What follows belongs to an exercise in optimizing a design on an open flow for small area and a short achievable clock period; a production flow would make more cautious choices. At most, simulation tests tie the RTL to the original design; equivalence was not proved.

## ROTATING_VECTORING
module ROTATING_VECTORING(clk, xi, yi, xf, yf);
  input clk;
  input [15:0] xi, yi;
  output [15:0] xf, yf;
  reg [7:0] E;
  wire ad1_m = ~(1'b1);
  wire ad1_p0 = xi[0] ^ (yi[0] ^ ad1_m);
  wire ad1_p1 = xi[1] ^ (yi[1] ^ ad1_m);
  wire ad1_p2 = xi[2] ^ (yi[2] ^ ad1_m);
  wire ad1_p3 = xi[3] ^ (yi[3] ^ ad1_m);
  wire ad1_p4 = xi[4] ^ (yi[4] ^ ad1_m);
  wire ad1_p5 = xi[5] ^ (yi[5] ^ ad1_m);
  wire ad1_p6 = xi[6] ^ (yi[6] ^ ad1_m);
  wire ad1_p7 = xi[7] ^ (yi[7] ^ ad1_m);
  wire ad1_p8 = xi[8] ^ (yi[8] ^ ad1_m);
  wire ad1_p9 = xi[9] ^ (yi[9] ^ ad1_m);
  wire ad1_p10 = xi[10] ^ (yi[10] ^ ad1_m);
  wire ad1_p11 = xi[11] ^ (yi[11] ^ ad1_m);
  wire ad1_p12 = xi[12] ^ (yi[12] ^ ad1_m);
  wire ad1_p13 = xi[13] ^ (yi[13] ^ ad1_m);
  wire ad1_p14 = xi[14] ^ (yi[14] ^ ad1_m);
  wire ad1_p15 = xi[15] ^ (yi[15] ^ ad1_m);
  wire ad1_g0_0 = (xi[0] & (yi[0] ^ ad1_m)) | (ad1_p0 & (1'b0 ^ ad1_m));
  wire ad1_g1_0 = xi[1] & (yi[1] ^ ad1_m);
  wire ad1_g2_0 = xi[2] & (yi[2] ^ ad1_m);
  wire ad1_g3_0 = xi[3] & (yi[3] ^ ad1_m);
  wire ad1_g4_0 = xi[4] & (yi[4] ^ ad1_m);
  wire ad1_g5_0 = xi[5] & (yi[5] ^ ad1_m);
  wire ad1_g6_0 = xi[6] & (yi[6] ^ ad1_m);
  wire ad1_g7_0 = xi[7] & (yi[7] ^ ad1_m);
  wire ad1_g8_0 = xi[8] & (yi[8] ^ ad1_m);
  wire ad1_g9_0 = xi[9] & (yi[9] ^ ad1_m);
  wire ad1_g10_0 = xi[10] & (yi[10] ^ ad1_m);
  wire ad1_g11_0 = xi[11] & (yi[11] ^ ad1_m);
  wire ad1_g12_0 = xi[12] & (yi[12] ^ ad1_m);
  wire ad1_g13_0 = xi[13] & (yi[13] ^ ad1_m);
  wire ad1_g14_0 = xi[14] & (yi[14] ^ ad1_m);
  wire ad1_g15_0 = xi[15] & (yi[15] ^ ad1_m);
  wire ad1_g1_1 = ad1_g1_0 | (ad1_p1 & ad1_g0_0);
  wire ad1_pp1_1 = ad1_p1 & ad1_p0;
  wire ad1_g2_1 = ad1_g2_0 | (ad1_p2 & ad1_g1_0);
  wire ad1_pp2_1 = ad1_p2 & ad1_p1;
  wire ad1_g3_1 = ad1_g3_0 | (ad1_p3 & ad1_g2_0);
  wire ad1_pp3_1 = ad1_p3 & ad1_p2;
  ...
Size in the first run: roughly 3400 cells after synthesis, about 480 flip-flops.
make LEC_CHECK=0 ABC_AREA=1 CAP_MARGIN=20 CORE_MARGIN=2 CORE_UTILIZATION=40 CTS_CLUSTER_DIAMETER=80 CTS_CLUSTER_SIZE=30 PLACE_DENSITY=0.75 SETUP_SLACK_MARGIN=5 SLEW_MARGIN=20 finish   # period 8.0 ns
run.sh (not shown) runs the stock make flow with config.mk's settings and CLKGATE_MAP_FILE= SYNTH_SCRIPT=/design/flow/synth_recipe.tcl, a recipe that flattens the netlist after the stock synthesis.
The starting point finished clean.
Edit:
Settings changed: CORE_UTILIZATION 40 to 50, CTS_CLUSTER_DIAMETER 80 to 100, CTS_CLUSTER_SIZE 30 to 24.
Effect:
- register-to-register slack loses 0.03 ns
- routed wire length drops by 1.3%
- cell area fell by 0.83%
- global-route usage increases by 3.1 points
- clock skew drops by 0.021 ns
- hold slack hardly moves
- core utilization climbs by 11 points
- worst setup slack gets worse by 0.030 ns
Edit:
Settings changed: CORE_UTILIZATION 50 to 40.
Effect: Wire length rose slightly. Final area increases slightly.
Edit:
Settings changed: CTS_CLUSTER_DIAMETER 100 to default, CTS_CLUSTER_SIZE 24 to default.
Design area went up by 3.0%.
Area after synthesis stays the same.
Worst setup slack gets worse by 0.011 ns.
Synthesized cell count does not change.
Non-clock buffer count went up by 1.
Critical path depth does not change.
Cell count went up by 1.3%.
Utilization went up by 1.4 points.
Clock-buffer cell count went up by 41.
Edit:
Settings changed: CTS_CLUSTER_DIAMETER from default to 100, CTS_CLUSTER_SIZE from default to 24, GPL_ROUTABILITY_DRIVEN from default to 0.
Count of clock-buffer cells in the layout went down by 45.
Die area is unchanged.
Core utilization went down by 1.7 points.
Wire length went down by 8.0%.
Final cell count went down by 1.6%.
Non-clock buffer count went down by 5.
Flip-flop and latch count stays the same.
Setup slack loses 0.032 ns.


ROTATING_VECTORING, a different RTL version from the one above (not shown whole).
Size in the first run: ~3500 cells after synthesis, ~490 flip-flops, ~65 I/O pins, roughly 31000 µm² of cells after synthesis.
==> flow/design.v (excerpt) <==
module ROTATING_VECTORING(clk, xi, yi, xf, yf);
  input clk;
  input [15:0] xi, yi;
  output [15:0] xf, yf;
  reg [7:0] E;
  wire ad1_m = ~(1'b1);
  wire ad1_p0 = xi[0] ^ (yi[0] ^ ad1_m);
  wire ad1_p1 = xi[1] ^ (yi[1] ^ ad1_m);
  wire ad1_p2 = xi[2] ^ (yi[2] ^ ad1_m);
  wire ad1_p3 = xi[3] ^ (yi[3] ^ ad1_m);
  wire ad1_p4 = xi[4] ^ (yi[4] ^ ad1_m);
  wire ad1_p5 = xi[5] ^ (yi[5] ^ ad1_m);
  wire ad1_p6 = xi[6] ^ (yi[6] ^ ad1_m);
  wire ad1_p7 = xi[7] ^ (yi[7] ^ ad1_m);
  wire ad1_p8 = xi[8] ^ (yi[8] ^ ad1_m);
  wire ad1_p9 = xi[9] ^ (yi[9] ^ ad1_m);
  wire ad1_p10 = xi[10] ^ (yi[10] ^ ad1_m);
  wire ad1_p11 = xi[11] ^ (yi[11] ^ ad1_m);
  wire ad1_p12 = xi[12] ^ (yi[12] ^ ad1_m);
  wire ad1_p13 = xi[13] ^ (yi[13] ^ ad1_m);
  wire ad1_p14 = xi[14] ^ (yi[14] ^ ad1_m);
  wire ad1_p15 = xi[15] ^ (yi[15] ^ ad1_m);
  wire ad1_g0_0 = (xi[0] & (yi[0] ^ ad1_m)) | (ad1_p0 & (1'b0 ^ ad1_m));
  wire ad1_g1_0 = xi[1] & (yi[1] ^ ad1_m);
  wire ad1_g2_0 = xi[2] & (yi[2] ^ ad1_m);
  wire ad1_g3_0 = xi[3] & (yi[3] ^ ad1_m);
  wire ad1_g4_0 = xi[4] & (yi[4] ^ ad1_m);
  wire ad1_g5_0 = xi[5] & (yi[5] ^ ad1_m);
  wire ad1_g6_0 = xi[6] & (yi[6] ^ ad1_m);
  wire ad1_g7_0 = xi[7] & (yi[7] ^ ad1_m);
  wire ad1_g8_0 = xi[8] & (yi[8] ^ ad1_m);
  wire ad1_g9_0 = xi[9] & (yi[9] ^ ad1_m);
  wire ad1_g10_0 = xi[10] & (yi[10] ^ ad1_m);
  ...
clock: 8.0 ns
lec_check: 0
abc_area: 1
cap_margin: 20
core_margin: 2
core_utilization: 40
setup_slack_margin: 5
slew_margin: 20
The first run completed with no timing, DRC or antenna violations.
Then changed:
Settings changed: PLACE_DENSITY set to 0.75.
Area after synthesis does not change; final area grows slightly.
Function was not checked in any run of this note: the RTL went through the layout flow alone.


RTL: one of the versions met above, not the one the previous note started from.
Size: ~3400 cells after synthesis, roughly 65 I/O pins.
==> flow/design.v (excerpt) <==
module ROTATING_VECTORING(clk, xi, yi, xf, yf);
  input clk;
  input [15:0] xi, yi;
  output [15:0] xf, yf;
  reg [7:0] E;
  wire ad1_m = ~(1'b1);
  wire ad1_p0 = xi[0] ^ (yi[0] ^ ad1_m);
  wire ad1_p1 = xi[1] ^ (yi[1] ^ ad1_m);
  wire ad1_p2 = xi[2] ^ (yi[2] ^ ad1_m);
  wire ad1_p3 = xi[3] ^ (yi[3] ^ ad1_m);
  wire ad1_p4 = xi[4] ^ (yi[4] ^ ad1_m);
  wire ad1_p5 = xi[5] ^ (yi[5] ^ ad1_m);
  wire ad1_p6 = xi[6] ^ (yi[6] ^ ad1_m);
  wire ad1_p7 = xi[7] ^ (yi[7] ^ ad1_m);
  wire ad1_p8 = xi[8] ^ (yi[8] ^ ad1_m);
  wire ad1_p9 = xi[9] ^ (yi[9] ^ ad1_m);
  wire ad1_p10 = xi[10] ^ (yi[10] ^ ad1_m);
  wire ad1_p11 = xi[11] ^ (yi[11] ^ ad1_m);
  wire ad1_p12 = xi[12] ^ (yi[12] ^ ad1_m);
  wire ad1_p13 = xi[13] ^ (yi[13] ^ ad1_m);
  wire ad1_p14 = xi[14] ^ (yi[14] ^ ad1_m);
  wire ad1_p15 = xi[15] ^ (yi[15] ^ ad1_m);
  wire ad1_g0_0 = (xi[0] & (yi[0] ^ ad1_m)) | (ad1_p0 & (1'b0 ^ ad1_m));
  wire ad1_g1_0 = xi[1] & (yi[1] ^ ad1_m);
  wire ad1_g2_0 = xi[2] & (yi[2] ^ ad1_m);
  wire ad1_g3_0 = xi[3] & (yi[3] ^ ad1_m);
  wire ad1_g4_0 = xi[4] & (yi[4] ^ ad1_m);
  wire ad1_g5_0 = xi[5] & (yi[5] ^ ad1_m);
  wire ad1_g6_0 = xi[6] & (yi[6] ^ ad1_m);
  wire ad1_g7_0 = xi[7] & (yi[7] ^ ad1_m);
  wire ad1_g8_0 = xi[8] & (yi[8] ^ ad1_m);
  wire ad1_g9_0 = xi[9] & (yi[9] ^ ad1_m);
  wire ad1_g10_0 = xi[10] & (yi[10] ^ ad1_m);
  wire ad1_g11_0 = xi[11] & (yi[11] ^ ad1_m);
  wire ad1_g12_0 = xi[12] & (yi[12] ^ ad1_m);
  wire ad1_g13_0 = xi[13] & (yi[13] ^ ad1_m);
  wire ad1_g14_0 = xi[14] & (yi[14] ^ ad1_m);
  wire ad1_g15_0 = xi[15] & (yi[15] ^ ad1_m);
  ...
clock: 8.0 ns
lec_check: 0
abc_area: 1
cap_margin: 20
core_margin: 2
core_utilization: 40
cts_buf_list: sky130_fd_sc_hd__clkbuf_8 sky130_fd_sc_hd__clkbuf_16
cts_cluster_diameter: 100
cts_cluster_size: 24
place_density: 0.75
setup_slack_margin: 5
slew_margin: 20
Edit:
==> flow/flow/run.sh (new file) <==
#!/bin/bash
# The standard layout, with timing repair aimed at a 2.7 ns clock (setup margin 5.3 ns
# on the design's 8 ns clock); constraints and clock period are the design's.
set -euo pipefail
bash standard.sh SETUP_SLACK_MARGIN=5.3 finish > standard.log 2>&1
==> flow/standard.sh (new file) <==
#!/bin/bash
# synth_recipe.tcl (not shown) runs the flow's synth.tcl, then flattens the netlist and writes it again
# the make line also repeats each setting of config.mk as NAME=value (left out here)
make -C /OpenROAD-flow-scripts/flow DESIGN_CONFIG=/design/flow/config.mk WORK_HOME=/design/flow/orfs CLKGATE_MAP_FILE= SYNTH_SCRIPT=/design/flow/synth_recipe.tcl "${@:-finish}"
--- a/flow/config.mk
+++ b/flow/config.mk
@@ -11,6 +11,2 @@
 export CORE_UTILIZATION = 40
-export CTS_BUF_LIST = sky130_fd_sc_hd__clkbuf_8 sky130_fd_sc_hd__clkbuf_16
-export CTS_CLUSTER_DIAMETER = 100
-export CTS_CLUSTER_SIZE = 24
-export PLACE_DENSITY = 0.75
 export SETUP_SLACK_MARGIN = 5
removed: flow/run.sh
- global-route usage grows by 0.99 points
- area after synthesis does not change
- die area is unchanged
- synthesized cell count is unchanged
- design area grows by 9.5%
- fmax grows by 5.5%
- core utilization grows by 4.3 points
- cell count grows by 3.7%
Edit:
==> flow/run.sh (new file) <==
#!/bin/bash
# synth_recipe.tcl (not shown) runs the flow's synth.tcl, then flattens the netlist and writes it again
# the make line also repeats each setting of config.mk as NAME=value (left out here)
make -C /OpenROAD-flow-scripts/flow DESIGN_CONFIG=/design/flow/config.mk WORK_HOME=/design/flow/orfs CLKGATE_MAP_FILE= SYNTH_SCRIPT=/design/flow/synth_recipe.tcl finish
removed: flow/flow/run.sh
removed: flow/standard.sh
=>
- die area stays the same
- synthesized cell count does not change
- first-iteration DRC count goes down by 14%
- non-clock buffer count goes down by 111
- wire length goes down by 4.4%
- cell count goes down by 2.3%
- register-to-register slack is worse by 0.18 ns
- clock-buffer cell count goes down by 3
Edit:
--- a/flow/config.mk
+++ b/flow/config.mk
@@ -11,2 +11,5 @@
 export CORE_UTILIZATION = 40
+export CTS_CLUSTER_DIAMETER = 120
+export CTS_CLUSTER_SIZE = 20
+export PLACE_DENSITY = 0.75
 export SETUP_SLACK_MARGIN = 5
Effect: The changed run passed the timing, DRC and antenna checks. Worst setup slack is better by 0.048 ns. Wire length came out lower by 0.94%. Global-route usage goes down by 0.51 points.
Edit:
--- a/flow/config.mk
+++ b/flow/config.mk
@@ -11,4 +11,4 @@
 export CORE_UTILIZATION = 40
-export CTS_CLUSTER_DIAMETER = 120
-export CTS_CLUSTER_SIZE = 20
+export CTS_CLUSTER_DIAMETER = 100
+export CTS_CLUSTER_SIZE = 24
 export PLACE_DENSITY = 0.75
@@ -16 +16,2 @@
 export SLEW_MARGIN = 20
+export TNS_END_PERCENT = 50
After rerunning: The new run completed with no timing, DRC or antenna violations; count of clock-buffer cells in the layout is lower by 4; cell count stays flat; synthesized cell count does not change; fmax is lower by 2.7%; setup slack got worse by 0.081 ns; hold slack stays flat.

[port drivers added, routing unchanged]
The results above use ideal ports. As a check the final layouts listed here were re-extracted and re-timed, cells and wires unchanged.
Step 1: set_driving_cell puts a clkbuf_16 on clk and a buf_2 on each other input, an assumption about the parent block.
Step 2 times the ports against the registers' clock, not the clock port: input delays grow and output delays shrink by t, the midpoint of the rising clock arrivals with the driver on.
Three values: ideal, step 1, step 2; two values: the first two.
run	t, ns	setup slack, ns	worst setup path after step 2	clock arrival spread, ns	pins driven straight from the clock port
the first run of note 1	0.667	5.037 / 5.040 / 4.407	input to register	0.038 / 0.037	1
the second run of note 1	0.625	5.007 / 5.007 / 4.447	input to register	0.018 / 0.017	1
the third run of note 1	0.653	5.036 / 5.036 / 4.453	input to register	0.025 / 0.025	1
the fourth run of note 1	0.672	5.025 / 5.025 / 4.444	input to register	0.031 / 0.031	1
the fifth run of note 1	0.630	4.993 / 5.026 / 4.396	input to register	0.035 / 0.034	1
the first run of note 2	0.659	4.950 / 4.950 / 4.425	input to register	0.024 / 0.023	1
the second run of note 2	0.669	4.843 / 4.843 / 4.459	input to register	0.023 / 0.024	1
the first run of note 3	0.653	5.036 / 5.036 / 4.453	input to register	0.025 / 0.025	1
the second run of note 3	0.650	5.192 / 5.192 / 4.728	input to register	0.036 / 0.036	1
the third run of note 3	0.654	5.010 / 5.010 / 4.432	input to register	0.032 / 0.032	1
the fourth run of note 3	0.655	5.059 / 5.065 / 4.441	input to register	0.042 / 0.043	1
the fifth run of note 3	0.627	4.978 / 4.922 / 4.423	input to register	0.028 / 0.029	1
After both steps every run listed still meets setup and hold. The setup slack of the first run of note 1, which loses most, moves by +0.003 ns with the drivers and by -0.630 ns with both steps.
